Background: an optimization exercise with open tools, aiming at small area. Do not read the settings as production practice. In this exercise RTL edits were held to simulation tests only and were not proved equivalent to the original. No driver is modelled on the clock port, so clocking that relies on it looks cheaper here than on a real chip. Power is estimated from default activity; no workload was simulated.

## design.v

```verilog
`timescale 1ns/10ps
module fir(data_out, out_enable, data_in, sample_enable, coef_enable, error, clk, reset);
	output [15:0] data_out;
	output out_enable;
	output error;
	input [7:0] data_in;
	input sample_enable;
	input coef_enable;
	input clk;
	input reset;
	localparam S_RESET  = 3'd0;
	localparam S_C0     = 3'd1;
	localparam S_C1     = 3'd2;
	localparam S_C4     = 3'd5;
	localparam S_FILTER = 3'd6;
	localparam S_ERROR  = 3'd7;
	reg [2:0] state;
	reg primed;
	reg [7:0] c0, c1, c2, c3, c4;
	reg [7:0] x1m, x2m, x3m, x4m;
	wire ce = coef_enable;
	wire se = sample_enable;
	wire st_reset  = (state == S_RESET);
	wire st_filter = (state == S_FILTER);
	wire st_error  = (state == S_ERROR);
	wire st_coeff  = (state != S_RESET) && (state <= S_C4);
	wire st_c0     = (state == S_C0);
	wire read_coef = ce & ~se & ~st_error;
	wire read_samp = se & ~ce & (st_filter | st_c0);
	assign out_enable = st_filter | (st_c0 & ~ce & se);
	assign error = st_error | (st_reset & se) | (st_coeff & ce & se) |
	               (st_coeff & ~st_c0 & ~ce) | (st_filter & ce & se);
	reg [2:0] nstate;
	always @(*) begin
		nstate = state;
		if (error) nstate = S_ERROR;
		else if (read_coef) nstate = !st_coeff ? S_C1 : (state == S_C4 ? S_C0 : state + 3'd1);
		else if (st_c0) nstate = S_FILTER;
	end
	always @(posedge clk or negedge reset)
		if (~reset) begin
			state <= S_RESET;
			primed <= 1'b0;
		end else begin
			state <= nstate;
			if (st_c0 & ~ce) primed <= 1'b1;
		end
	always @(posedge clk)
		if (read_samp | ~primed) begin
			x1m <= read_samp ? data_in ^ 8'haa : 8'haa;
			x2m <= x1m; x3m <= x2m; x4m <= x3m;
		end
	always @(posedge clk)
		if (read_coef) begin
			c0 <= data_in; c1 <= c0; c2 <= c1; c3 <= c2; c4 <= c3;
		end
	wire s0;
	wire k0;
	wire s1;
	wire k1;
	wire s2;
	wire k2;
	wire s3;
	wire k3;
	wire s4;
	wire k4;
	wire s5;
	wire k5;
	wire s6;
	wire k6;
	wire s7;
	wire k7;
	wire e8;
	wire e9;
	wire e10;
	wire p11;
	wire p12;
	wire p14;
	wire p16;
	wire p18;
	wire p20;
	wire p22;
	wire p24;
	wire p26;
	wire p28;
	wire e29;
	wire e30;
	wire e31;
	wire p32;
	wire p33;
	wire p35;
	wire p37;
	wire p39;
	wire p41;
	wire p43;
	wire p45;
	wire p47;
	wire p49;
	wire e50;
	wire e51;
	wire e52;
	wire p53;
	wire p54;
	wire p56;
	wire p58;
	wire p60;
	wire p62;
	wire p64;
	wire p66;
	wire p68;
	wire p70;
	wire e71;
	wire e72;
	wire e73;
	wire p74;
	wire p75;
	wire p77;
	wire p79;
	wire p81;
	wire p83;
	wire p85;
	wire p87;
	wire p89;
	wire p91;
	wire s92;
	wire k92;
	wire s93;
	wire k93;
	wire s94;
	wire k94;
	wire s95;
	wire k95;
	wire s96;
	wire k96;
	wire s97;
	wire k97;
	wire s98;
	wire k98;
	wire s99;
	wire k99;
	wire e100;
	wire e101;
	wire e102;
	wire p103;
	wire p104;
	wire p106;
	wire p108;
	wire p110;
	wire p112;
	wire p114;
	wire p116;
	wire p118;
	wire p120;
	wire e121;
	wire e122;
	wire e123;
	wire p124;
	wire p125;
	wire p127;
	wire p129;
	wire p131;
	wire p133;
	wire p135;
	wire p137;
	wire p139;
	wire p141;
	wire e142;
	wire e143;
	wire e144;
	wire p145;
	wire p146;
	wire p148;
	wire p150;
	wire p152;
	wire p154;
	wire p156;
	wire p158;
	wire p160;
	wire p162;
	wire e163;
	wire e164;
	wire e165;
	wire p166;
	wire p167;
	wire p169;
	wire p171;
	wire p173;
	wire p175;
	wire p177;
	wire p179;
	wire p181;
	wire p183;
	wire s184;
	wire k184;
	wire s185;
	wire k185;
	wire s186;
	wire k186;
	wire s187;
	wire k187;
	wire s188;
	wire k188;
	wire s189;
	wire k189;
	wire s190;
	wire k190;
	wire s191;
	wire k191;
	wire e192;
	wire e193;
	wire e194;
	wire p195;
	wire p196;
	wire p198;
	wire p200;
	wire p202;
	wire p204;
	wire p206;
	wire p208;
	wire p210;
	wire p212;
	wire e213;
	wire e214;
	wire e215;
	wire p216;
	wire p217;
	wire p219;
	wire p221;
	wire p223;
	wire p225;
	wire p227;
	wire p229;
	wire p231;
	wire p233;
	wire e234;
	wire e235;
	wire e236;
	wire p237;
	wire p238;
	wire p240;
	wire p242;
	wire p244;
	wire p246;
	wire p248;
	wire p250;
	wire p252;
	wire p254;
	wire e255;
	wire e256;
	wire e257;
	wire p258;
	wire p259;
	wire p261;
	wire p263;
	wire p265;
	wire p267;
	wire p269;
	wire p271;
	wire p273;
	wire p275;
	wire s276;
	wire k276;
	wire s277;
	wire k277;
	wire s278;
	wire k278;
	wire s279;
	wire k279;
	wire s280;
	wire k280;
	wire s281;
	wire k281;
	wire s282;
	wire k282;
	wire s283;
	wire k283;
	wire e284;
	wire e285;
	wire e286;
	wire p287;
	wire p288;
	wire p290;
	wire p292;
	wire p294;
	wire p296;
	wire p298;
	wire p300;
	wire p302;
	wire p304;
	wire e305;
	wire e306;
	wire e307;
	wire p308;
	wire p309;
	wire p311;
	wire p313;
	wire p315;
	wire p317;
	wire p319;
	wire p321;
	wire p323;
	wire p325;
	wire e326;
	wire e327;
	wire e328;
	wire p329;
	wire p330;
	wire p332;
	wire p334;
	wire p336;
	wire p338;
	wire p340;
	wire p342;
	wire p344;
	wire p346;
	wire e347;
	wire e348;
	wire e349;
	wire p350;
	wire p351;
	wire p353;
	wire p355;
	wire p357;
	wire p359;
	wire p361;
	wire p363;
	wire p365;
	wire p367;
	wire s368;
	wire k368;
	wire s369;
	wire k369;
	wire s370;
	wire k370;
	wire s371;
	wire k371;
	wire s372;
	wire k372;
	wire s373;
	wire k373;
	wire s374;
	wire k374;
	wire s375;
	wire k375;
	wire e376;
	wire e377;
	wire e378;
	wire p379;
	wire p380;
	wire p382;
	wire p384;
	wire p386;
	wire p388;
	wire p390;
	wire p392;
	wire p394;
	wire p396;
	wire e397;
	wire e398;
	wire e399;
	wire p400;
	wire p401;
	wire p403;
	wire p405;
	wire p407;
	wire p409;
	wire p411;
	wire p413;
	wire p415;
	wire p417;
	wire e418;
	wire e419;
	wire e420;
	wire p421;
	wire p422;
	wire p424;
	wire p426;
	wire p428;
	wire p430;
	wire p432;
	wire p434;
	wire p436;
	wire p438;
	wire e439;
	wire e440;
	wire e441;
	wire p442;
	wire p443;
	wire p445;
	wire p447;
	wire p449;
	wire p451;
	wire p453;
	wire p455;
	wire p457;
	wire p459;
	wire s460;
	wire k460;
	wire s461;
	wire k461;
	wire s462;
	wire k462;
	wire s463;
	wire k463;
	wire s464;
	wire k464;
	wire s465;
	wire k465;
	wire s466;
	wire k466;
	wire s467;
	wire k467;
	wire s468;
	wire k468;
	wire s469;
	wire k469;
	wire s470;
	wire k470;
	wire s471;
	wire k471;
	wire s472;
	wire k472;
	wire s473;
	wire k473;
	wire s474;
	wire k474;
	wire s475;
	wire k475;
	wire s476;
	wire k476;
	wire s477;
	wire k477;
	wire s478;
	wire k478;
	wire s479;
	wire k479;
	wire s480;
	wire k480;
	wire s481;
	wire k481;
	wire s482;
	wire k482;
	wire s483;
	wire k483;
	wire s484;
	wire k484;
	wire s485;
	wire k485;
	wire s486;
	wire k486;
	wire s487;
	wire k487;
	wire s488;
	wire k488;
	wire s489;
	wire k489;
	wire s490;
	wire k490;
	wire s491;
	wire k491;
	wire s492;
	wire k492;
	wire s493;
	wire k493;
	wire s494;
	wire k494;
	wire s495;
	wire k495;
	wire s496;
	wire k496;
	wire s497;
	wire k497;
	wire s498;
	wire k498;
	wire s499;
	wire k499;
	wire s500;
	wire k500;
	wire s501;
	wire k501;
	wire s502;
	wire k502;
	wire s503;
	wire k503;
	wire s504;
	wire k504;
	wire s505;
	wire k505;
	wire s506;
	wire k506;
	wire s507;
	wire k507;
	wire s508;
	wire k508;
	wire s509;
	wire k509;
	wire s510;
	wire k510;
	wire s511;
	wire k511;
	wire s512;
	wire k512;
	wire s513;
	wire k513;
	wire s514;
	wire k514;
	wire s515;
	wire k515;
	wire s516;
	wire k516;
	wire s517;
	wire k517;
	wire s518;
	wire k518;
	wire s519;
	wire k519;
	wire s520;
	wire k520;
	wire s521;
	wire k521;
	wire s522;
	wire k522;
	wire s523;
	wire k523;
	wire s524;
	wire k524;
	wire s525;
	wire k525;
	wire s526;
	wire k526;
	wire s527;
	wire k527;
	wire s528;
	wire k528;
	wire s529;
	wire k529;
	wire s530;
	wire k530;
	wire s531;
	wire k531;
	wire s532;
	wire k532;
	wire s533;
	wire k533;
	wire s534;
	wire k534;
	wire s535;
	wire k535;
	wire s536;
	wire k536;
	wire s537;
	wire k537;
	wire s538;
	wire k538;
	wire s539;
	wire k539;
	wire s540;
	wire k540;
	wire s541;
	wire k541;
	wire s542;
	wire k542;
	wire s543;
	wire k543;
	wire s544;
	wire k544;
	wire s545;
	wire k545;
	wire s546;
	wire k546;
	wire s547;
	wire k547;
	wire s548;
	wire k548;
	wire s549;
	wire k549;
	wire s550;
	wire k550;
	wire s551;
	wire k551;
	wire s552;
	wire k552;
	wire s553;
	wire k553;
	wire s554;
	wire k554;
	wire s555;
	wire k555;
	wire s556;
	wire k556;
	wire s557;
	wire k557;
	wire s558;
	wire k558;
	wire s559;
	wire k559;
	wire s560;
	wire k560;
	wire s561;
	wire k561;
	wire s562;
	wire k562;
	wire s563;
	wire k563;
	wire s564;
	wire k564;
	wire s565;
	wire k565;
	wire s566;
	wire k566;
	wire s567;
	wire k567;
	wire s568;
	wire k568;
	wire s569;
	wire k569;
	wire s570;
	wire k570;
	wire s571;
	wire k571;
	wire s572;
	wire k572;
	wire s573;
	wire k573;
	wire s574;
	wire k574;
	wire s575;
	wire k575;
	wire s576;
	wire k576;
	wire s577;
	wire k577;
	wire s578;
	wire k578;
	wire s579;
	wire k579;
	wire s580;
	wire k580;
	wire s581;
	wire k581;
	wire s582;
	wire k582;
	wire s583;
	wire k583;
	wire s584;
	wire k584;
	wire s585;
	wire k585;
	wire s586;
	wire k586;
	wire s587;
	wire k587;
	wire s588;
	wire k588;
	wire s589;
	wire k589;
	wire s590;
	wire k590;
	wire s591;
	wire k591;
	wire s592;
	wire k592;
	wire s593;
	wire k593;
	wire s594;
	wire k594;
	wire s595;
	wire k595;
	wire s596;
	wire k596;
	wire s597;
	wire k597;
	wire s598;
	wire k598;
	wire s599;
	wire k599;
	wire s600;
	wire k600;
	wire s601;
	wire k601;
	wire s602;
	wire k602;
	wire s603;
	wire k603;
	wire s604;
	wire k604;
	wire s605;
	wire k605;
	wire s606;
	wire k606;
	wire s607;
	wire k607;
	wire s608;
	wire k608;
	wire s609;
	wire k609;
	wire s610;
	wire k610;
	wire s611;
	wire k611;
	wire s612;
	wire k612;
	wire s613;
	wire k613;
	wire s614;
	wire k614;
	wire s615;
	wire k615;
	wire s616;
	wire k616;
	wire s617;
	wire k617;
	wire s618;
	wire k618;
	wire s619;
	wire k619;
	wire s620;
	wire k620;
	wire s621;
	wire k621;
	wire s622;
	wire k622;
	wire s623;
	wire k623;
	wire s624;
	wire k624;
	wire s625;
	wire k625;
	wire s626;
	wire k626;
	wire s627;
	wire k627;
	wire s628;
	wire k628;
	wire s629;
	wire k629;
	wire s630;
	wire k630;
	wire s631;
	wire k631;
	wire s632;
	wire k632;
	wire s633;
	wire k633;
	wire s634;
	wire k634;
	wire s635;
	wire k635;
	wire s636;
	wire k636;
	wire s637;
	wire k637;
	wire s638;
	wire k638;
	wire s639;
	wire k639;
	wire s640;
	wire k640;
	wire s641;
	wire k641;
	wire s642;
	wire k642;
	wire s643;
	wire k643;
	wire s644;
	wire k644;
	wire o645;
	wire o646;
	wire o647;
	wire o648;
	wire o649;
	wire o650;
	wire o651;
	wire o652;
	wire o653;
	wire o654;
	fir_ha u0 (c4[1], c4[0], s0, k0);
	fir_fa u1 (c4[2], c4[1], k0, s1, k1);
	fir_fa u2 (c4[3], c4[2], k1, s2, k2);
	fir_fa u3 (c4[4], c4[3], k2, s3, k3);
	fir_fa u4 (c4[5], c4[4], k3, s4, k4);
	fir_fa u5 (c4[6], c4[5], k4, s5, k5);
	fir_fa u6 (c4[7], c4[6], k5, s6, k6);
	fir_ha u7 (c4[7], k6, s7, k7);
	assign e8 = (data_in[0]) & ~(data_in[1]);
	assign e9 = ~(data_in[0]) & (data_in[1]);
	assign e10 = (data_in[0]) & (data_in[1]);
	assign p11 = ~(c4[0] & (data_in[0]));
	fir_sel3 u13 (p12, e8, c4[1], e9, c4[0], e10, s0);
	fir_sel3 u15 (p14, e8, c4[2], e9, c4[1], e10, s1);
	fir_sel3 u17 (p16, e8, c4[3], e9, c4[2], e10, s2);
	fir_sel3 u19 (p18, e8, c4[4], e9, c4[3], e10, s3);
	fir_sel3 u21 (p20, e8, c4[5], e9, c4[4], e10, s4);
	fir_sel3 u23 (p22, e8, c4[6], e9, c4[5], e10, s5);
	fir_sel3 u25 (p24, e8, c4[7], e9, c4[6], e10, s6);
	fir_sel2 u27 (p26, e9, c4[7], e10, s7);
	assign p28 = ~((e10 & k7));
	assign e29 = (data_in[2]) & ~(data_in[3]);
	assign e30 = ~(data_in[2]) & (data_in[3]);
	assign e31 = (data_in[2]) & (data_in[3]);
	assign p32 = ~(c4[0] & (data_in[2]));
	fir_sel3 u34 (p33, e29, c4[1], e30, c4[0], e31, s0);
	fir_sel3 u36 (p35, e29, c4[2], e30, c4[1], e31, s1);
	fir_sel3 u38 (p37, e29, c4[3], e30, c4[2], e31, s2);
	fir_sel3 u40 (p39, e29, c4[4], e30, c4[3], e31, s3);
	fir_sel3 u42 (p41, e29, c4[5], e30, c4[4], e31, s4);
	fir_sel3 u44 (p43, e29, c4[6], e30, c4[5], e31, s5);
	fir_sel3 u46 (p45, e29, c4[7], e30, c4[6], e31, s6);
	fir_sel2 u48 (p47, e30, c4[7], e31, s7);
	assign p49 = ~((e31 & k7));
	assign e50 = (data_in[4]) & ~(data_in[5]);
	assign e51 = ~(data_in[4]) & (data_in[5]);
	assign e52 = (data_in[4]) & (data_in[5]);
	assign p53 = ~(c4[0] & (data_in[4]));
	fir_sel3 u55 (p54, e50, c4[1], e51, c4[0], e52, s0);
	fir_sel3 u57 (p56, e50, c4[2], e51, c4[1], e52, s1);
	fir_sel3 u59 (p58, e50, c4[3], e51, c4[2], e52, s2);
	fir_sel3 u61 (p60, e50, c4[4], e51, c4[3], e52, s3);
	fir_sel3 u63 (p62, e50, c4[5], e51, c4[4], e52, s4);
	fir_sel3 u65 (p64, e50, c4[6], e51, c4[5], e52, s5);
	fir_sel3 u67 (p66, e50, c4[7], e51, c4[6], e52, s6);
	fir_sel2 u69 (p68, e51, c4[7], e52, s7);
	assign p70 = ~((e52 & k7));
	assign e71 = (data_in[6]) & ~(data_in[7]);
	assign e72 = ~(data_in[6]) & (data_in[7]);
	assign e73 = (data_in[6]) & (data_in[7]);
	assign p74 = ~(c4[0] & (data_in[6]));
	fir_sel3 u76 (p75, e71, c4[1], e72, c4[0], e73, s0);
	fir_sel3 u78 (p77, e71, c4[2], e72, c4[1], e73, s1);
	fir_sel3 u80 (p79, e71, c4[3], e72, c4[2], e73, s2);
	fir_sel3 u82 (p81, e71, c4[4], e72, c4[3], e73, s3);
	fir_sel3 u84 (p83, e71, c4[5], e72, c4[4], e73, s4);
	fir_sel3 u86 (p85, e71, c4[6], e72, c4[5], e73, s5);
	fir_sel3 u88 (p87, e71, c4[7], e72, c4[6], e73, s6);
	fir_sel2 u90 (p89, e72, c4[7], e73, s7);
	assign p91 = ~((e73 & k7));
	fir_ha u92 (c3[1], c3[0], s92, k92);
	fir_fa u93 (c3[2], c3[1], k92, s93, k93);
	fir_fa u94 (c3[3], c3[2], k93, s94, k94);
	fir_fa u95 (c3[4], c3[3], k94, s95, k95);
	fir_fa u96 (c3[5], c3[4], k95, s96, k96);
	fir_fa u97 (c3[6], c3[5], k96, s97, k97);
	fir_fa u98 (c3[7], c3[6], k97, s98, k98);
	fir_ha u99 (c3[7], k98, s99, k99);
	assign e100 = (x1m[0]) & ~(~x1m[1]);
	assign e101 = ~(x1m[0]) & (~x1m[1]);
	assign e102 = (x1m[0]) & (~x1m[1]);
	assign p103 = ~(c3[0] & (x1m[0]));
	fir_sel3 u105 (p104, e100, c3[1], e101, c3[0], e102, s92);
	fir_sel3 u107 (p106, e100, c3[2], e101, c3[1], e102, s93);
	fir_sel3 u109 (p108, e100, c3[3], e101, c3[2], e102, s94);
	fir_sel3 u111 (p110, e100, c3[4], e101, c3[3], e102, s95);
	fir_sel3 u113 (p112, e100, c3[5], e101, c3[4], e102, s96);
	fir_sel3 u115 (p114, e100, c3[6], e101, c3[5], e102, s97);
	fir_sel3 u117 (p116, e100, c3[7], e101, c3[6], e102, s98);
	fir_sel2 u119 (p118, e101, c3[7], e102, s99);
	assign p120 = ~((e102 & k99));
	assign e121 = (x1m[2]) & ~(~x1m[3]);
	assign e122 = ~(x1m[2]) & (~x1m[3]);
	assign e123 = (x1m[2]) & (~x1m[3]);
	assign p124 = ~(c3[0] & (x1m[2]));
	fir_sel3 u126 (p125, e121, c3[1], e122, c3[0], e123, s92);
	fir_sel3 u128 (p127, e121, c3[2], e122, c3[1], e123, s93);
	fir_sel3 u130 (p129, e121, c3[3], e122, c3[2], e123, s94);
	fir_sel3 u132 (p131, e121, c3[4], e122, c3[3], e123, s95);
	fir_sel3 u134 (p133, e121, c3[5], e122, c3[4], e123, s96);
	fir_sel3 u136 (p135, e121, c3[6], e122, c3[5], e123, s97);
	fir_sel3 u138 (p137, e121, c3[7], e122, c3[6], e123, s98);
	fir_sel2 u140 (p139, e122, c3[7], e123, s99);
	assign p141 = ~((e123 & k99));
	assign e142 = (x1m[4]) & ~(~x1m[5]);
	assign e143 = ~(x1m[4]) & (~x1m[5]);
	assign e144 = (x1m[4]) & (~x1m[5]);
	assign p145 = ~(c3[0] & (x1m[4]));
	fir_sel3 u147 (p146, e142, c3[1], e143, c3[0], e144, s92);
	fir_sel3 u149 (p148, e142, c3[2], e143, c3[1], e144, s93);
	fir_sel3 u151 (p150, e142, c3[3], e143, c3[2], e144, s94);
	fir_sel3 u153 (p152, e142, c3[4], e143, c3[3], e144, s95);
	fir_sel3 u155 (p154, e142, c3[5], e143, c3[4], e144, s96);
	fir_sel3 u157 (p156, e142, c3[6], e143, c3[5], e144, s97);
	fir_sel3 u159 (p158, e142, c3[7], e143, c3[6], e144, s98);
	fir_sel2 u161 (p160, e143, c3[7], e144, s99);
	assign p162 = ~((e144 & k99));
	assign e163 = (x1m[6]) & ~(~x1m[7]);
	assign e164 = ~(x1m[6]) & (~x1m[7]);
	assign e165 = (x1m[6]) & (~x1m[7]);
	assign p166 = ~(c3[0] & (x1m[6]));
	fir_sel3 u168 (p167, e163, c3[1], e164, c3[0], e165, s92);
	fir_sel3 u170 (p169, e163, c3[2], e164, c3[1], e165, s93);
	fir_sel3 u172 (p171, e163, c3[3], e164, c3[2], e165, s94);
	fir_sel3 u174 (p173, e163, c3[4], e164, c3[3], e165, s95);
	fir_sel3 u176 (p175, e163, c3[5], e164, c3[4], e165, s96);
	fir_sel3 u178 (p177, e163, c3[6], e164, c3[5], e165, s97);
	fir_sel3 u180 (p179, e163, c3[7], e164, c3[6], e165, s98);
	fir_sel2 u182 (p181, e164, c3[7], e165, s99);
	assign p183 = ~((e165 & k99));
	fir_ha u184 (c2[1], c2[0], s184, k184);
	fir_fa u185 (c2[2], c2[1], k184, s185, k185);
	fir_fa u186 (c2[3], c2[2], k185, s186, k186);
	fir_fa u187 (c2[4], c2[3], k186, s187, k187);
	fir_fa u188 (c2[5], c2[4], k187, s188, k188);
	fir_fa u189 (c2[6], c2[5], k188, s189, k189);
	fir_fa u190 (c2[7], c2[6], k189, s190, k190);
	fir_ha u191 (c2[7], k190, s191, k191);
	assign e192 = (x2m[0]) & ~(~x2m[1]);
	assign e193 = ~(x2m[0]) & (~x2m[1]);
	assign e194 = (x2m[0]) & (~x2m[1]);
	assign p195 = ~(c2[0] & (x2m[0]));
	fir_sel3 u197 (p196, e192, c2[1], e193, c2[0], e194, s184);
	fir_sel3 u199 (p198, e192, c2[2], e193, c2[1], e194, s185);
	fir_sel3 u201 (p200, e192, c2[3], e193, c2[2], e194, s186);
	fir_sel3 u203 (p202, e192, c2[4], e193, c2[3], e194, s187);
	fir_sel3 u205 (p204, e192, c2[5], e193, c2[4], e194, s188);
	fir_sel3 u207 (p206, e192, c2[6], e193, c2[5], e194, s189);
	fir_sel3 u209 (p208, e192, c2[7], e193, c2[6], e194, s190);
	fir_sel2 u211 (p210, e193, c2[7], e194, s191);
	assign p212 = ~((e194 & k191));
	assign e213 = (x2m[2]) & ~(~x2m[3]);
	assign e214 = ~(x2m[2]) & (~x2m[3]);
	assign e215 = (x2m[2]) & (~x2m[3]);
	assign p216 = ~(c2[0] & (x2m[2]));
	fir_sel3 u218 (p217, e213, c2[1], e214, c2[0], e215, s184);
	fir_sel3 u220 (p219, e213, c2[2], e214, c2[1], e215, s185);
	fir_sel3 u222 (p221, e213, c2[3], e214, c2[2], e215, s186);
	fir_sel3 u224 (p223, e213, c2[4], e214, c2[3], e215, s187);
	fir_sel3 u226 (p225, e213, c2[5], e214, c2[4], e215, s188);
	fir_sel3 u228 (p227, e213, c2[6], e214, c2[5], e215, s189);
	fir_sel3 u230 (p229, e213, c2[7], e214, c2[6], e215, s190);
	fir_sel2 u232 (p231, e214, c2[7], e215, s191);
	assign p233 = ~((e215 & k191));
	assign e234 = (x2m[4]) & ~(~x2m[5]);
	assign e235 = ~(x2m[4]) & (~x2m[5]);
	assign e236 = (x2m[4]) & (~x2m[5]);
	assign p237 = ~(c2[0] & (x2m[4]));
	fir_sel3 u239 (p238, e234, c2[1], e235, c2[0], e236, s184);
	fir_sel3 u241 (p240, e234, c2[2], e235, c2[1], e236, s185);
	fir_sel3 u243 (p242, e234, c2[3], e235, c2[2], e236, s186);
	fir_sel3 u245 (p244, e234, c2[4], e235, c2[3], e236, s187);
	fir_sel3 u247 (p246, e234, c2[5], e235, c2[4], e236, s188);
	fir_sel3 u249 (p248, e234, c2[6], e235, c2[5], e236, s189);
	fir_sel3 u251 (p250, e234, c2[7], e235, c2[6], e236, s190);
	fir_sel2 u253 (p252, e235, c2[7], e236, s191);
	assign p254 = ~((e236 & k191));
	assign e255 = (x2m[6]) & ~(~x2m[7]);
	assign e256 = ~(x2m[6]) & (~x2m[7]);
	assign e257 = (x2m[6]) & (~x2m[7]);
	assign p258 = ~(c2[0] & (x2m[6]));
	fir_sel3 u260 (p259, e255, c2[1], e256, c2[0], e257, s184);
	fir_sel3 u262 (p261, e255, c2[2], e256, c2[1], e257, s185);
	fir_sel3 u264 (p263, e255, c2[3], e256, c2[2], e257, s186);
	fir_sel3 u266 (p265, e255, c2[4], e256, c2[3], e257, s187);
	fir_sel3 u268 (p267, e255, c2[5], e256, c2[4], e257, s188);
	fir_sel3 u270 (p269, e255, c2[6], e256, c2[5], e257, s189);
	fir_sel3 u272 (p271, e255, c2[7], e256, c2[6], e257, s190);
	fir_sel2 u274 (p273, e256, c2[7], e257, s191);
	assign p275 = ~((e257 & k191));
	fir_ha u276 (c1[1], c1[0], s276, k276);
	fir_fa u277 (c1[2], c1[1], k276, s277, k277);
	fir_fa u278 (c1[3], c1[2], k277, s278, k278);
	fir_fa u279 (c1[4], c1[3], k278, s279, k279);
	fir_fa u280 (c1[5], c1[4], k279, s280, k280);
	fir_fa u281 (c1[6], c1[5], k280, s281, k281);
	fir_fa u282 (c1[7], c1[6], k281, s282, k282);
	fir_ha u283 (c1[7], k282, s283, k283);
	assign e284 = (x3m[0]) & ~(~x3m[1]);
	assign e285 = ~(x3m[0]) & (~x3m[1]);
	assign e286 = (x3m[0]) & (~x3m[1]);
	assign p287 = ~(c1[0] & (x3m[0]));
	fir_sel3 u289 (p288, e284, c1[1], e285, c1[0], e286, s276);
	fir_sel3 u291 (p290, e284, c1[2], e285, c1[1], e286, s277);
	fir_sel3 u293 (p292, e284, c1[3], e285, c1[2], e286, s278);
	fir_sel3 u295 (p294, e284, c1[4], e285, c1[3], e286, s279);
	fir_sel3 u297 (p296, e284, c1[5], e285, c1[4], e286, s280);
	fir_sel3 u299 (p298, e284, c1[6], e285, c1[5], e286, s281);
	fir_sel3 u301 (p300, e284, c1[7], e285, c1[6], e286, s282);
	fir_sel2 u303 (p302, e285, c1[7], e286, s283);
	assign p304 = ~((e286 & k283));
	assign e305 = (x3m[2]) & ~(~x3m[3]);
	assign e306 = ~(x3m[2]) & (~x3m[3]);
	assign e307 = (x3m[2]) & (~x3m[3]);
	assign p308 = ~(c1[0] & (x3m[2]));
	fir_sel3 u310 (p309, e305, c1[1], e306, c1[0], e307, s276);
	fir_sel3 u312 (p311, e305, c1[2], e306, c1[1], e307, s277);
	fir_sel3 u314 (p313, e305, c1[3], e306, c1[2], e307, s278);
	fir_sel3 u316 (p315, e305, c1[4], e306, c1[3], e307, s279);
	fir_sel3 u318 (p317, e305, c1[5], e306, c1[4], e307, s280);
	fir_sel3 u320 (p319, e305, c1[6], e306, c1[5], e307, s281);
	fir_sel3 u322 (p321, e305, c1[7], e306, c1[6], e307, s282);
	fir_sel2 u324 (p323, e306, c1[7], e307, s283);
	assign p325 = ~((e307 & k283));
	assign e326 = (x3m[4]) & ~(~x3m[5]);
	assign e327 = ~(x3m[4]) & (~x3m[5]);
	assign e328 = (x3m[4]) & (~x3m[5]);
	assign p329 = ~(c1[0] & (x3m[4]));
	fir_sel3 u331 (p330, e326, c1[1], e327, c1[0], e328, s276);
	fir_sel3 u333 (p332, e326, c1[2], e327, c1[1], e328, s277);
	fir_sel3 u335 (p334, e326, c1[3], e327, c1[2], e328, s278);
	fir_sel3 u337 (p336, e326, c1[4], e327, c1[3], e328, s279);
	fir_sel3 u339 (p338, e326, c1[5], e327, c1[4], e328, s280);
	fir_sel3 u341 (p340, e326, c1[6], e327, c1[5], e328, s281);
	fir_sel3 u343 (p342, e326, c1[7], e327, c1[6], e328, s282);
	fir_sel2 u345 (p344, e327, c1[7], e328, s283);
	assign p346 = ~((e328 & k283));
	assign e347 = (x3m[6]) & ~(~x3m[7]);
	assign e348 = ~(x3m[6]) & (~x3m[7]);
	assign e349 = (x3m[6]) & (~x3m[7]);
	assign p350 = ~(c1[0] & (x3m[6]));
	fir_sel3 u352 (p351, e347, c1[1], e348, c1[0], e349, s276);
	fir_sel3 u354 (p353, e347, c1[2], e348, c1[1], e349, s277);
	fir_sel3 u356 (p355, e347, c1[3], e348, c1[2], e349, s278);
	fir_sel3 u358 (p357, e347, c1[4], e348, c1[3], e349, s279);
	fir_sel3 u360 (p359, e347, c1[5], e348, c1[4], e349, s280);
	fir_sel3 u362 (p361, e347, c1[6], e348, c1[5], e349, s281);
	fir_sel3 u364 (p363, e347, c1[7], e348, c1[6], e349, s282);
	fir_sel2 u366 (p365, e348, c1[7], e349, s283);
	assign p367 = ~((e349 & k283));
	fir_ha u368 (c0[1], c0[0], s368, k368);
	fir_fa u369 (c0[2], c0[1], k368, s369, k369);
	fir_fa u370 (c0[3], c0[2], k369, s370, k370);
	fir_fa u371 (c0[4], c0[3], k370, s371, k371);
	fir_fa u372 (c0[5], c0[4], k371, s372, k372);
	fir_fa u373 (c0[6], c0[5], k372, s373, k373);
	fir_fa u374 (c0[7], c0[6], k373, s374, k374);
	fir_ha u375 (c0[7], k374, s375, k375);
	assign e376 = (x4m[0]) & ~(~x4m[1]);
	assign e377 = ~(x4m[0]) & (~x4m[1]);
	assign e378 = (x4m[0]) & (~x4m[1]);
	assign p379 = ~(c0[0] & (x4m[0]));
	fir_sel3 u381 (p380, e376, c0[1], e377, c0[0], e378, s368);
	fir_sel3 u383 (p382, e376, c0[2], e377, c0[1], e378, s369);
	fir_sel3 u385 (p384, e376, c0[3], e377, c0[2], e378, s370);
	fir_sel3 u387 (p386, e376, c0[4], e377, c0[3], e378, s371);
	fir_sel3 u389 (p388, e376, c0[5], e377, c0[4], e378, s372);
	fir_sel3 u391 (p390, e376, c0[6], e377, c0[5], e378, s373);
	fir_sel3 u393 (p392, e376, c0[7], e377, c0[6], e378, s374);
	fir_sel2 u395 (p394, e377, c0[7], e378, s375);
	assign p396 = ~((e378 & k375));
	assign e397 = (x4m[2]) & ~(~x4m[3]);
	assign e398 = ~(x4m[2]) & (~x4m[3]);
	assign e399 = (x4m[2]) & (~x4m[3]);
	assign p400 = ~(c0[0] & (x4m[2]));
	fir_sel3 u402 (p401, e397, c0[1], e398, c0[0], e399, s368);
	fir_sel3 u404 (p403, e397, c0[2], e398, c0[1], e399, s369);
	fir_sel3 u406 (p405, e397, c0[3], e398, c0[2], e399, s370);
	fir_sel3 u408 (p407, e397, c0[4], e398, c0[3], e399, s371);
	fir_sel3 u410 (p409, e397, c0[5], e398, c0[4], e399, s372);
	fir_sel3 u412 (p411, e397, c0[6], e398, c0[5], e399, s373);
	fir_sel3 u414 (p413, e397, c0[7], e398, c0[6], e399, s374);
	fir_sel2 u416 (p415, e398, c0[7], e399, s375);
	assign p417 = ~((e399 & k375));
	assign e418 = (x4m[4]) & ~(~x4m[5]);
	assign e419 = ~(x4m[4]) & (~x4m[5]);
	assign e420 = (x4m[4]) & (~x4m[5]);
	assign p421 = ~(c0[0] & (x4m[4]));
	fir_sel3 u423 (p422, e418, c0[1], e419, c0[0], e420, s368);
	fir_sel3 u425 (p424, e418, c0[2], e419, c0[1], e420, s369);
	fir_sel3 u427 (p426, e418, c0[3], e419, c0[2], e420, s370);
	fir_sel3 u429 (p428, e418, c0[4], e419, c0[3], e420, s371);
	fir_sel3 u431 (p430, e418, c0[5], e419, c0[4], e420, s372);
	fir_sel3 u433 (p432, e418, c0[6], e419, c0[5], e420, s373);
	fir_sel3 u435 (p434, e418, c0[7], e419, c0[6], e420, s374);
	fir_sel2 u437 (p436, e419, c0[7], e420, s375);
	assign p438 = ~((e420 & k375));
	assign e439 = (x4m[6]) & ~(~x4m[7]);
	assign e440 = ~(x4m[6]) & (~x4m[7]);
	assign e441 = (x4m[6]) & (~x4m[7]);
	assign p442 = ~(c0[0] & (x4m[6]));
	fir_sel3 u444 (p443, e439, c0[1], e440, c0[0], e441, s368);
	fir_sel3 u446 (p445, e439, c0[2], e440, c0[1], e441, s369);
	fir_sel3 u448 (p447, e439, c0[3], e440, c0[2], e441, s370);
	fir_sel3 u450 (p449, e439, c0[4], e440, c0[3], e441, s371);
	fir_sel3 u452 (p451, e439, c0[5], e440, c0[4], e441, s372);
	fir_sel3 u454 (p453, e439, c0[6], e440, c0[5], e441, s373);
	fir_sel3 u456 (p455, e439, c0[7], e440, c0[6], e441, s374);
	fir_sel2 u458 (p457, e440, c0[7], e441, s375);
	assign p459 = ~((e441 & k375));
	fir_fa u460 (p103, p195, p287, s460, k460);
	fir_fa u461 (p379, s460, p11, s461, k461);
	fir_fa u462 (p104, p196, p288, s462, k462);
	fir_fa u463 (p380, k460, s462, s463, k463);
	fir_fa u464 (s463, p12, k461, s464, k464);
	fir_fa u465 (p124, p216, p308, s465, k465);
	fir_fa u466 (p400, p106, p198, s466, k466);
	fir_fa u467 (p290, p382, k462, s467, k467);
	fir_fa u468 (s465, s466, s467, s468, k468);
	fir_fa u469 (k463, s468, p14, s469, k469);
	fir_fa u470 (p32, s469, k464, s470, k470);
	fir_fa u471 (p125, p217, p309, s471, k471);
	fir_fa u472 (p401, k465, s471, s472, k472);
	fir_fa u473 (p108, p200, p292, s473, k473);
	fir_fa u474 (p384, k466, k467, s474, k474);
	fir_fa u475 (s472, s473, k468, s475, k475);
	fir_fa u476 (s474, s475, p16, s476, k476);
	fir_fa u477 (p33, k469, s476, s477, k477);
	fir_xor u478 (s477, k470, s478);
	fir_or v478 (s477, k470, k478);
	fir_fa u479 (p145, p237, p329, s479, k479);
	fir_fa u480 (p421, p127, p219, s480, k480);
	fir_fa u481 (p311, p403, k471, s481, k481);
	fir_fa u482 (s479, s480, s481, s482, k482);
	fir_fa u483 (k472, p110, p202, s483, k483);
	fir_fa u484 (p294, p386, k473, s484, k484);
	fir_fa u485 (k474, s482, s483, s485, k485);
	fir_fa u486 (s484, k475, p18, s486, k486);
	fir_fa u487 (p35, p53, s485, s487, k487);
	fir_fa u488 (k476, s486, s487, s488, k488);
	fir_fa u489 (k477, s488, k478, s489, k489);
	fir_fa u490 (p146, p238, p330, s490, k490);
	fir_fa u491 (p422, k479, s490, s491, k491);
	fir_fa u492 (p129, p221, p313, s492, k492);
	fir_fa u493 (p405, k480, k481, s493, k493);
	fir_fa u494 (s491, s492, k482, s494, k494);
	fir_fa u495 (s493, p112, p204, s495, k495);
	fir_fa u496 (p296, p388, k483, s496, k496);
	fir_fa u497 (k484, s494, p20, s497, k497);
	fir_fa u498 (p37, p54, k485, s498, k498);
	fir_fa u499 (s495, s496, k486, s499, k499);
	fir_fa u500 (s497, s498, k487, s500, k500);
	fir_fa u501 (s499, k488, s500, s501, k501);
	fir_xor u502 (s501, k489, s502);
	fir_or v502 (s501, k489, k502);
	fir_fa u503 (p166, p258, p350, s503, k503);
	fir_fa u504 (p442, p148, p240, s504, k504);
	fir_fa u505 (p332, p424, k490, s505, k505);
	fir_fa u506 (s503, s504, s505, s506, k506);
	fir_fa u507 (k491, p131, p223, s507, k507);
	fir_fa u508 (p315, p407, k492, s508, k508);
	fir_fa u509 (k493, s506, s507, s509, k509);
	fir_fa u510 (s508, k494, p39, s510, k510);
	fir_fa u511 (p56, p74, p114, s511, k511);
	fir_fa u512 (p206, p22, p298, s512, k512);
	fir_fa u513 (p390, k495, k496, s513, k513);
	fir_fa u514 (s509, k497, s510, s514, k514);
	fir_fa u515 (s511, k498, s512, s515, k515);
	fir_fa u516 (s513, k499, s514, s516, k516);
	fir_fa u517 (k500, s515, s516, s517, k517);
	fir_fa u518 (k501, s517, k502, s518, k518);
	fir_fa u519 (p167, p259, p351, s519, k519);
	fir_fa u520 (p443, k503, s519, s520, k520);
	fir_fa u521 (p150, p242, p334, s521, k521);
	fir_fa u522 (p426, k504, k505, s522, k522);
	fir_fa u523 (s520, s521, k506, s523, k523);
	fir_fa u524 (s522, p133, p225, s524, k524);
	fir_fa u525 (p317, p409, k507, s525, k525);
	fir_fa u526 (k508, s523, p41, s526, k526);
	fir_fa u527 (p58, p75, k509, s527, k527);
	fir_fa u528 (s524, s525, k510, s528, k528);
	fir_fa u529 (p116, p208, p24, s529, k529);
	fir_fa u530 (p300, p392, k511, s530, k530);
	fir_fa u531 (s526, k512, k513, s531, k531);
	fir_fa u532 (s527, k514, s528, s532, k532);
	fir_fa u533 (s529, s530, k515, s533, k533);
	fir_fa u534 (s531, k516, s532, s534, k534);
	fir_fa u535 (s533, k517, s534, s535, k535);
	fir_xor u536 (s535, k518, s536);
	fir_or v536 (s535, k518, k536);
	fir_fa u537 (p169, p261, p353, s537, k537);
	fir_fa u538 (p445, k519, s537, s538, k538);
	fir_fa u539 (k520, p152, p244, s539, k539);
	fir_fa u540 (p336, p428, k521, s540, k540);
	fir_fa u541 (k522, s538, s539, s541, k541);
	fir_fa u542 (s540, k523, p60, s542, k542);
	fir_fa u543 (p77, p135, p227, s543, k543);
	fir_fa u544 (p319, p411, p43, s544, k544);
	fir_fa u545 (k524, k525, s541, s545, k545);
	fir_fa u546 (k526, s542, k527, s546, k546);
	fir_fa u547 (s543, s544, p118, s547, k547);
	fir_fa u548 (p210, p26, p302, s548, k548);
	fir_fa u549 (p394, s545, k528, s549, k549);
	fir_fa u550 (k529, k530, k531, s550, k550);
	fir_fa u551 (s546, s547, s548, s551, k551);
	fir_fa u552 (s549, k532, s550, s552, k552);
	fir_fa u553 (k533, s551, k534, s553, k553);
	fir_fa u554 (s552, s553, k535, s554, k554);
	fir_xor u555 (s554, k536, s555);
	fir_or v555 (s554, k536, k555);
	fir_fa u556 (p171, p263, p355, s556, k556);
	fir_fa u557 (p447, k537, k538, s557, k557);
	fir_fa u558 (s556, p154, p246, s558, k558);
	fir_fa u559 (p338, p430, k539, s559, k559);
	fir_fa u560 (k540, s557, p62, s560, k560);
	fir_fa u561 (p79, k541, s558, s561, k561);
	fir_fa u562 (s559, k542, p137, s562, k562);
	fir_fa u563 (p229, p321, p413, s563, k563);
	fir_fa u564 (p45, s560, k543, s564, k564);
	fir_fa u565 (k544, p120, p212, s565, k565);
	fir_fa u566 (p28, p304, p396, s566, k566);
	fir_fa u567 (k545, s561, s562, s567, k567);
	fir_fa u568 (s563, k546, s564, s568, k568);
	fir_fa u569 (k547, k548, s565, s569, k569);
	fir_fa u570 (s566, k549, k550, s570, k570);
	fir_fa u571 (s567, s568, k551, s571, k571);
	fir_fa u572 (s569, s570, k552, s572, k572);
	fir_fa u573 (s571, k553, s572, s573, k573);
	fir_fa u574 (k554, s573, k555, s574, k574);
	fir_fa u575 (p173, p265, p357, s575, k575);
	fir_fa u576 (p449, k556, k557, s576, k576);
	fir_fa u577 (s575, p81, p156, s577, k577);
	fir_fa u578 (p248, p340, p432, s578, k578);
	fir_fa u579 (p64, k558, k559, s579, k579);
	fir_fa u580 (s576, k560, s577, s580, k580);
	fir_fa u581 (s578, k561, s579, s581, k581);
	fir_fa u582 (p139, p231, p323, s582, k582);
	fir_fa u583 (p415, p47, k562, s583, k583);
	fir_fa u584 (k563, k564, s580, s584, k584);
	fir_fa u585 (k565, k566, s581, s585, k585);
	fir_fa u586 (s582, s583, k567, s586, k586);
	fir_fa u587 (k568, s584, k569, s587, k587);
	fir_fa u588 (s585, k570, s586, s588, k588);
	fir_fa u589 (k571, s587, k572, s589, k589);
	fir_fa u590 (s588, s589, k573, s590, k590);
	fir_xor u591 (s590, k574, s591);
	fir_or v591 (s590, k574, k591);
	fir_fa u592 (p175, p267, p359, s592, k592);
	fir_fa u593 (p451, k575, p83, s593, k593);
	fir_fa u594 (k576, s592, p158, s594, k594);
	fir_fa u595 (p250, p342, p434, s595, k595);
	fir_fa u596 (p66, k577, s593, s596, k596);
	fir_fa u597 (k578, k579, p141, s597, k597);
	fir_fa u598 (p233, p325, p417, s598, k598);
	fir_fa u599 (p49, s594, k580, s599, k599);
	fir_fa u600 (s595, s596, k581, s600, k600);
	fir_fa u601 (s597, k582, s598, s601, k601);
	fir_fa u602 (k583, k584, s599, s602, k602);
	fir_fa u603 (s600, k585, s601, s603, k603);
	fir_fa u604 (k586, s602, k587, s604, k604);
	fir_fa u605 (s603, k588, s604, s605, k605);
	fir_fa u606 (k589, s605, k590, s606, k606);
	fir_xor u607 (s606, k591, s607);
	fir_or v607 (s606, k591, k607);
	fir_fa u608 (p177, p269, p361, s608, k608);
	fir_fa u609 (p453, p85, k592, s609, k609);
	fir_fa u610 (k593, s608, s609, s610, k610);
	fir_fa u611 (p160, p252, p344, s611, k611);
	fir_fa u612 (p436, p68, k594, s612, k612);
	fir_fa u613 (k595, k596, k597, s613, k613);
	fir_fa u614 (k598, s610, s611, s614, k614);
	fir_fa u615 (s612, k599, s613, s615, k615);
	fir_fa u616 (k600, k601, s614, s616, k616);
	fir_fa u617 (k602, s615, k603, s617, k617);
	fir_fa u618 (s616, k604, s617, s618, k618);
	fir_fa u619 (k605, s618, k606, s619, k619);
	fir_xor u620 (s619, k607, s620);
	fir_or v620 (s619, k607, k620);
	fir_fa u621 (p179, p271, p363, s621, k621);
	fir_fa u622 (p455, p87, k608, s622, k622);
	fir_fa u623 (k609, p162, p254, s623, k623);
	fir_fa u624 (p346, p438, p70, s624, k624);
	fir_fa u625 (s621, s622, k610, s625, k625);
	fir_fa u626 (k611, s623, s624, s626, k626);
	fir_fa u627 (k612, k613, s625, s627, k627);
	fir_fa u628 (k614, s626, k615, s628, k628);
	fir_fa u629 (s627, k616, s628, s629, k629);
	fir_fa u630 (k617, s629, k618, s630, k630);
	fir_fa u631 (s630, k619, k620, s631, k631);
	fir_fa u632 (p181, p273, p365, s632, k632);
	fir_fa u633 (p457, p89, k621, s633, k633);
	fir_fa u634 (k622, k623, k624, s634, k634);
	fir_fa u635 (s632, s633, k625, s635, k635);
	fir_fa u636 (k626, s634, s635, s636, k636);
	fir_fa u637 (k627, k628, s636, s637, k637);
	fir_fa u638 (k629, s637, k630, s638, k638);
	fir_fa u639 (p183, p275, p367, s639, k639);
	fir_fa u640 (p459, p91, k632, s640, k640);
	fir_fa u641 (s639, k633, k634, s641, k641);
	fir_fa u642 (s640, k635, s641, s642, k642);
	fir_fa u643 (k636, s642, k637, s643, k643);
	fir_xor u644 (s643, k638, s644);
	fir_or v644 (s643, k638, k644);
	assign o645 = ~s461;
	assign o646 = ~s464;
	assign o647 = ~s470;
	assign o648 = ~s489;
	assign o649 = ~s518;
	assign o650 = ~s574;
	assign o651 = ~s631;
	assign o652 = ~s638;
	assign o653 = o652 ^ ~k631;
	assign o654 = s644 ^ (~k631 & o652);
	assign data_out = {o654, o653, o651, s620, s607, s591, o650, s555, s536, o649, s502, o648, s478, o647, o646, o645};
endmodule
module fir_fa(input a, input b, input c, output s, output co);
	assign s = a ^ b ^ c;
	assign co = (a & b) | (c & (a ^ b));
endmodule
module fir_sel3(output y, input s1, input a1, input s2, input a2, input s3, input a3);
	assign y = ~((s1 & a1) | (s2 & a2) | (s3 & a3));
endmodule
module fir_sel2(output y, input s1, input a1, input s2, input a2);
	assign y = ~((s1 & a1) | (s2 & a2));
endmodule
module fir_xnor(input a, input b, output y);
	assign y = ~(a ^ b);
endmodule
module fir_xor(input a, input b, output y);
	assign y = a ^ b;
endmodule
module fir_or(input a, input b, output y);
	assign y = a | b;
endmodule
module fir_ha(input a, input b, output s, output co);
	assign s = a ^ b;
	assign co = a & b;
endmodule
```

## flow/run.sh

```bash
#!/bin/bash
# The standard layout with these changes: port buffers chosen per direction
# (flow/pre_gpl.tcl), global placement that is not timing driven, only
# small buffers for the resizer (flow/small_bufs.tcl), a clock tree of
# clock buffers without dummy balancing loads, and cells downsized where
# timing allows after clock tree synthesis (flow/post_cts.tcl).
set -uo pipefail
here=$(pwd)
bash standard.sh synth > standard_synth.log 2>&1 || exit 1
bash standard.sh \
  "DONT_BUFFER_PORTS=1" \
  "PRE_GLOBAL_PLACE_TCL=$here/flow/pre_gpl.tcl" \
  "PRE_RESIZE_TCL=$here/flow/small_bufs.tcl" \
  "PRE_CTS_TCL=$here/flow/small_bufs.tcl" \
  "POST_CTS_TCL=$here/flow/post_cts.tcl" \
  "PRE_GLOBAL_ROUTE_TCL=$here/flow/small_bufs.tcl" \
  "CTS_ARGS=-sink_clustering_enable -repair_clock_nets -buf_list sky130_fd_sc_hd__clkbuf_4 -root_buf sky130_fd_sc_hd__clkbuf_8 -dont_use_dummy_load" \
  finish > standard_make.log 2>&1
```

## flow/post_cts.tcl

```tcl
# Runs after clock tree synthesis: move each combinational cell to the
# smallest drive strength of its function that keeps setup slack above a
# margin, with no slew or capacitance violation. Flip-flops and clock
# buffers are left alone.
proc my_downsize { margin } {
  set dont_use {}
  if {[info exists ::env(DONT_USE_CELLS)]} { set dont_use $::env(DONT_USE_CELLS) }
  set changed 0
  foreach inst [get_cells *] {
    set ref [get_property $inst ref_name]
    if {![regexp {^(sky130_fd_sc_hd__[a-z0-9]+)_([0-9]+)$} $ref -> base drive]} continue
    if {[string match "*clkbuf*" $base] || [string match "*clkinv*" $base]} continue
    if {[string match "*df*" $base]} continue
    foreach d {0 1 2} {
      if {$d >= $drive} break
      set cand ${base}_$d
      if {[get_lib_cells -quiet */$cand] == ""} continue
      if {[lsearch $dont_use $cand] >= 0} continue
      replace_cell $inst $cand
      estimate_parasitics -placement
      if {[sta::worst_slack -max] >= $margin
          && [sta::max_slew_violation_count] == 0
          && [sta::max_capacitance_violation_count] == 0} {
        incr changed
        break
      }
      replace_cell $inst $ref
      estimate_parasitics -placement
    }
  }
  return $changed
}
estimate_parasitics -placement
puts "my_downsize: resized [my_downsize 0.3] instances"
```

## flow/pre_gpl.tcl

```tcl
# Runs before global placement: drop the buffers synthesis left in the
# netlist, then give each port a buf_1.
remove_buffers
buffer_ports -inputs -buffer_cell sky130_fd_sc_hd__buf_1
buffer_ports -outputs -buffer_cell sky130_fd_sc_hd__buf_1
```

## flow/small_bufs.tcl

```tcl
set_dont_use {sky130_fd_sc_hd__buf_6 sky130_fd_sc_hd__buf_8 sky130_fd_sc_hd__buf_12 sky130_fd_sc_hd__buf_16 sky130_fd_sc_hd__bufbuf_8 sky130_fd_sc_hd__bufbuf_16}
```

## standard.sh

```bash
#!/bin/bash
# synth_recipe.tcl (not shown) runs the flow's synth.tcl, then flattens the netlist and writes it again
# the make line also repeats each setting of config.mk as NAME=value (left out here)
make -C /OpenROAD-flow-scripts/flow DESIGN_CONFIG=/design/flow/config.mk WORK_HOME=/design/flow/orfs CLKGATE_MAP_FILE= SYNTH_SCRIPT=/design/flow/synth_recipe.tcl "${@:-finish}"
```

## config.mk

```make
export PLATFORM = sky130hd
export DESIGN_NAME = fir
export DESIGN_NICKNAME = fir
export VERILOG_FILES = /design/flow/design.v
export SDC_FILE = /design/flow/constraint.sdc
export NUM_CORES = 4
export LEC_CHECK = 0
export CAP_MARGIN = 20
export CELL_PAD_IN_SITES_DETAIL_PLACEMENT = 1
export CELL_PAD_IN_SITES_GLOBAL_PLACEMENT = 1
export CORE_MARGIN = 2
export CORE_UTILIZATION = 40
export GPL_TIMING_DRIVEN = 0
export SLEW_MARGIN = 20
export SYNTH_HIERARCHICAL = 1
```

## constraint.sdc

```tcl
create_clock -name core_clock -period 12.0 [get_ports {clk}]
set_input_delay 2.4000 -clock core_clock [delete_from_list [all_inputs] [get_ports {clk}]]
set_output_delay 2.4000 -clock core_clock [all_outputs]
set_load 0.01 [all_outputs]
```

==> report_table.html <==
<table>
<tr><th>Metric</th><th>Value</th></tr>
<tr><th colspan="2">Global route</th></tr>
<tr><td>First-pass GRT wire length</td><td>between 40 and 50 mm</td></tr>
<tr><td>Overall track demand over capacity in global routing</td><td>0.2624</td></tr>
<tr><td>Largest net degree at the start of global routing</td><td>44</td></tr>
<tr><td>Number of antenna violations at the first check in global routing</td><td>0</td></tr>
<tr><td>Via count of the first global-routing pass</td><td>about 7300</td></tr>
<tr><td>Sum of overflow across all layers after global routing</td><td>0</td></tr>
<tr><th colspan="2">Setup path</th></tr>
<tr><td>Critical Path Fanout Max</td><td>11</td></tr>
<tr><td>Crit-path slowest cell</td><td>edfxtp_1</td></tr>
<tr><td>Arr. time, crit path</td><td>9.05 ns</td></tr>
<tr><td>Peak per-stage delay on the critical path</td><td>approximately 0.63 ns</td></tr>
<tr><td>Required time of the critical path</td><td>roughly 9.6 ns</td></tr>
<tr><td>Setup Crit Path Kind</td><td>register to primary output</td></tr>
<tr><td>Reg2reg setup slack</td><td>just over 9 ns</td></tr>
<tr><td>Startpoint types</td><td>register</td></tr>
<tr><td>Worst-path cell chain</td><td>ha_1 -&gt; fa_1 -&gt; fa_1 -&gt; a222oi_1 -&gt; fa_1 -&gt; fa_1 -&gt; fa_1 -&gt; fa_1 -&gt; fa_1 -&gt; fa_1 -&gt; fa_1 -&gt; fa_1 -&gt; fa_1 -&gt; fa_1 -&gt; fa_1 -&gt; or2_0 -&gt; fa_1 -&gt; inv_1 -&gt; ha_1 -&gt; xor2_1 -&gt; buf_1</td></tr>
<tr><td>Critical Path Sink Type</td><td>primary output</td></tr>
<tr><td>Critical path buffers and inverters</td><td>2</td></tr>
<tr><td>Cell repeated most along the worst path</td><td>fa_1</td></tr>
<tr><td>Kind of cell with the highest combined delay on the critical path</td><td>adder cells</td></tr>
<tr><th colspan="2">Route</th></tr>
<tr><td>Number of antenna-violating nets in the routed design</td><td>0</td></tr>
<tr><td>Number of violations reported at the end of detailed-routing iteration 0</td><td>roughly 1400</td></tr>
<tr><td>Total via count in the routed design</td><td>approximately 6600</td></tr>
<tr><td>First-pass detailed-route iteration total</td><td>15</td></tr>
<tr><td>Average vias per placed instance</td><td>~7</td></tr>
<tr><td>Routed length per placed instance</td><td>around 32 um</td></tr>
<tr><td>DRC violations left</td><td>0</td></tr>
<tr><td>Post-Route WL</td><td>30.26 mm</td></tr>
<tr><th colspan="2">Logic synthesis</th></tr>
<tr><td>Dominant cells by area after synthesis</td><td>fa_1, edfxtp_1, a222oi_1</td></tr>
<tr><td>Net count after synthesis</td><td>just under 900</td></tr>
<tr><td>Async set-or-reset flop fraction in the synthesized netlist</td><td>0.05263</td></tr>
<tr><td>Synth cell types</td><td>31</td></tr>
<tr><td>Portion of synthesized cell area occupied by the leading cell type</td><td>0.4490</td></tr>
<tr><td>Combined area of all synthesized cells</td><td>roughly 0.009 sq mm</td></tr>
<tr><td>Top_reg_cell synth</td><td>edfxtp_1</td></tr>
<tr><td>Yosys warning total</td><td>7</td></tr>
<tr><td>Fraction of the yosys area taken by sequential cells</td><td>0.2451</td></tr>
<tr><td>Post-synth top area cell</td><td>fa_1</td></tr>
<tr><td>Per-instance average area after synthesis</td><td>14.49 sq um</td></tr>
<tr><td>Yosys reg bits</td><td>76</td></tr>
<tr><td>Count of mapped cells out of synthesis</td><td>~640</td></tr>
<tr><td>Number of enable-type register cells in the synthesized netlist</td><td>between 70 and 80</td></tr>
<tr><th colspan="2">Final layout</th></tr>
<tr><td>Finished Cell Area</td><td>roughly 0.0096 sq mm</td></tr>
<tr><td>Synthesis-to-finish area growth</td><td>3.633%</td></tr>
<tr><td>Antenna fix cells</td><td>0</td></tr>
<tr><td>Number of filler instances in the final layout</td><td>between 2000 and 2500</td></tr>
<tr><td>Net count reported at finish</td><td>a little under 900</td></tr>
<tr><td>Share of final-layout standard cells stronger than drive strength 1</td><td>0.01672</td></tr>
<tr><th colspan="2">STA</th></tr>
<tr><td>Worst clock skew</td><td>0.01094 ns</td></tr>
<tr><td>Upper clock frequency limit</td><td>between 80 and 90 MHz</td></tr>
<tr><td>Slew HR</td><td>0.3521</td></tr>
<tr><td>Sum of negative setup slack</td><td>0 ns</td></tr>
<tr><td>Final count of negative-setup-slack endpoints</td><td>0</td></tr>
<tr><td>Unrepaired setup endpoints after global routing</td><td>no</td></tr>
<tr><td>Period utilisation layout</td><td>0.9543</td></tr>
<tr><td>Final number of max-transition violations</td><td>0</td></tr>
<tr><td>Number of endpoints with negative hold slack in the final report</td><td>0</td></tr>
<tr><td>Pin slew with the least headroom to its limit</td><td>0.9698 ns</td></tr>
<tr><td>Worst-case setup margin in the final layout</td><td>0.5487 ns</td></tr>
<tr><td>Clock period minus final worst setup slack</td><td>between 10 and 15 ns</td></tr>
<tr><th colspan="2">Clocking</th></tr>
<tr><td>CTS sink count</td><td>76</td></tr>
<tr><td>CTS tree</td><td>yes</td></tr>
<tr><td>Clock input transition at the sequential cells of the worst setup and hold paths</td><td>roughly 0.08 ns</td></tr>
<tr><td>Insertion delay to the later sink of the worst-skew pair</td><td>about 0.36 ns</td></tr>
<tr><th colspan="2">Min path</th></tr>
<tr><td>Type of the tightest min-delay check</td><td>register to register</td></tr>
<tr><th colspan="2">Placed design</th></tr>
<tr><td>Count of buffers inserted at the top-level ports</td><td>29</td></tr>
<tr><td>Post-placement worst setup slack</td><td>around 0.84 ns</td></tr>
<tr><td>Detailed-placement wirelength estimate</td><td>about 25 mm</td></tr>
<tr><td>Placed standard-cell area</td><td>around 0.0096 sq mm</td></tr>
<tr><td>Global placement routability congestion</td><td>slightly below 1</td></tr>
<tr><th colspan="2">Die</th></tr>
<tr><td>Starting density of the core</td><td>0.4077</td></tr>
<tr><td>Number of placement rows</td><td>55</td></tr>
<tr><td>Chip width</td><td>about 160 um</td></tr>
<tr><td>Die Span Y</td><td>155.9 um</td></tr>
<tr><td>Boundary Pins</td><td>30</td></tr>
<tr><td>Die area</td><td>0.02431 sq mm</td></tr>
<tr><td>Area of the core</td><td>~0.023 sq mm</td></tr>
<tr><th colspan="2">Run status</th></tr>
<tr><td>Status</td><td>complete, no violations</td></tr>
<tr><th colspan="2">Pwr</th></tr>
<tr><td>Leakage power</td><td>~2.5 nW</td></tr>
<tr><td>Total Power Consumption</td><td>1.444 mW</td></tr>
<tr><td>Power density relative to cell area</td><td>approximately 150 mW/mm^2</td></tr>
<tr><td>IR Drop Worst-Case VDD</td><td>around 0.23 mV</td></tr>
<tr><th colspan="2">Job</th></tr>
<tr><td>Max-capacitance violation count</td><td>0</td></tr>
</table>
## flip-flops by register name (all words and copies together), names as in the netlist
| register | count |
|---|---|
| c0 | 8 |
| c1 | 8 |
| c2 | 8 |
| c3 | 8 |
| c4 | 8 |
| primed | 1 |
| state | 3 |
| x1m | 8 |
| x2m | 8 |
| x3m | 8 |
| x4m | 8 |
## cells in the mapped netlist (2+ instances only)
cell        n
or2_1       7
nor2_1     18
nor2b_1    24
a22oi_2    20
inv_1      10
and2_1     25
ha_1       12
xor2_1      9
edfxtp_1   72
fa_1      207
dfrtp_1     4
a222oi_1  140
nand2_1    49
nand2b_1    2
o21ai_0     4
a21oi_1     3
buf_4      17
## cell type report
cell class | instances | area (sq um) | share of cell area
sequential | 76 | 2262 | 0.2365
inverter | 12 | 50.05 | 0.005232
tap | 285 | 356.6 | 0.03728
multi-input combinational | 531 | 6659 | 0.6961
timing repair buffer | 30 | 113.9 | 0.01190
clock buffer | 9 | 123.9 | 0.01295
## modules after synthesis, one instance, submodules excluded
module | times used | cells inside | area, sq um | flops+latches
fir_or | 7 | 1 | 6.256 | 0
fir_sel3 | 140 | 1 | 10.01 | 0
fir_ha | 10 | 1 | 12.51 | 0
fir_sel2 | 20 | 1 | 12.51 | 0
fir | 1 | 245 | 3196 | 76
fir_xor | 8 | 1 | 8.758 | 0
fir_fa | 207 | 1 | 20.02 | 0
## layer usage
| layer | track usage | part of all wire |
|---|---|---|
| met5 | 0 | 0 |
| met4 | 0.08082 | 0.029 |
| met3 | 0.05722 | 0.091 |
| met2 | 0.4351 | 0.49 |
| met1 | 0.3474 | 0.39 |
## stage by stage
stage	std cells	hold WS, ns	utilization
3_3_place_gp	933	0.4539	0.4221
3_5_place_dp	934	0.4852	0.4225
6_report	943	0.4922	0.4225
5_1_grt	943	0.5387	0.4225
2_1_floorplan	637	0.4407	-
## cell families after synthesis
kind of cell | Yosys count | share of synthesized area
buf+inv | 30 | 0.02047
simple gates | 130 | 0.07103
xor+xnor | 10 | 0.009490
compound gates | 172 | 0.1887
fa+ha+maj | 219 | 0.4652
flops | 76 | 0.2451
## worst register-to-register path, delay by kind of cell (launching register included)
kind            cells  cell delay (ns)
compound gates      1             0.08
buf+inv             1             0.59
flops               1             0.49
simple gates        3             1.30
## cell usage in the layout (no fill, tap or decap)
| master | n |
|---|---|
| a211o_1 | 1 |
| a21oi_1 | 3 |
| a221oi_1 | 1 |
| a222oi_1 | 140 |
| a22oi_1 | 20 |
| and2_0 | 25 |
| and3b_1 | 1 |
| buf_1 | 29 |
| clkbuf_2 | 1 |
| clkbuf_8 | 9 |
| clkinv_4 | 1 |
| dfrtp_1 | 4 |
| edfxtp_1 | 72 |
| fa_1 | 207 |
| ha_1 | 12 |
| inv_1 | 11 |
| nand2_1 | 49 |
| nand2b_1 | 2 |
| nor2_1 | 18 |
| nor2b_1 | 24 |
| nor4_1 | 1 |
| o21ai_0 | 5 |
| o22ai_1 | 1 |
| o311ai_0 | 1 |
| or2_0 | 8 |
| or3b_1 | 2 |
| xnor2_1 | 1 |
| xor2_1 | 9 |
## path summary, 6_finish.rpt
kind | startpoint | cells past startpoint | endpoint
hold / removal | primed | 1 | primed
setup reg to reg | state[2] | 5 | x2m[1]
hold reg to reg | primed | 1 | primed
setup / recovery | c3[1] | 21 | data_out[15]
min in group asynchronous | reset | 1 | state[0]
max in group asynchronous | reset | 1 | primed
## power breakdown
part           internal (mW)  switching [mW]
clock network         0.0671          0.0896
registers              0.291         0.00350
logic                  0.427           0.566
total                  0.785           0.659

[port drivers added, routing unchanged]
Ports are ideal in the flow. The routed layout listed here was re-timed in OpenROAD. Step 1: set_driving_cell puts a clkbuf_16 on clk and a buf_2 on each other input, an assumption about the parent block. Step 2 adds t to the input delays and takes it off the output delays; t is the mean of the earliest and latest rising clock arrival at the registers after step 1. Input paths then give back, and output paths get back, about the clock's delay inside the block. Slacks: ideal ports / drivers / drivers and shift; pairs: ideal ports / drivers.
t, ns: 0.390
setup WS [ns]: 0.549 / 0.515 / 0.728
hold slack, ns: 0.492 / 0.492 / 0.492
After both steps setup and hold are still met in this run. The setup slack of this run moves by -0.034 ns with the drivers and by +0.179 ns with both steps.
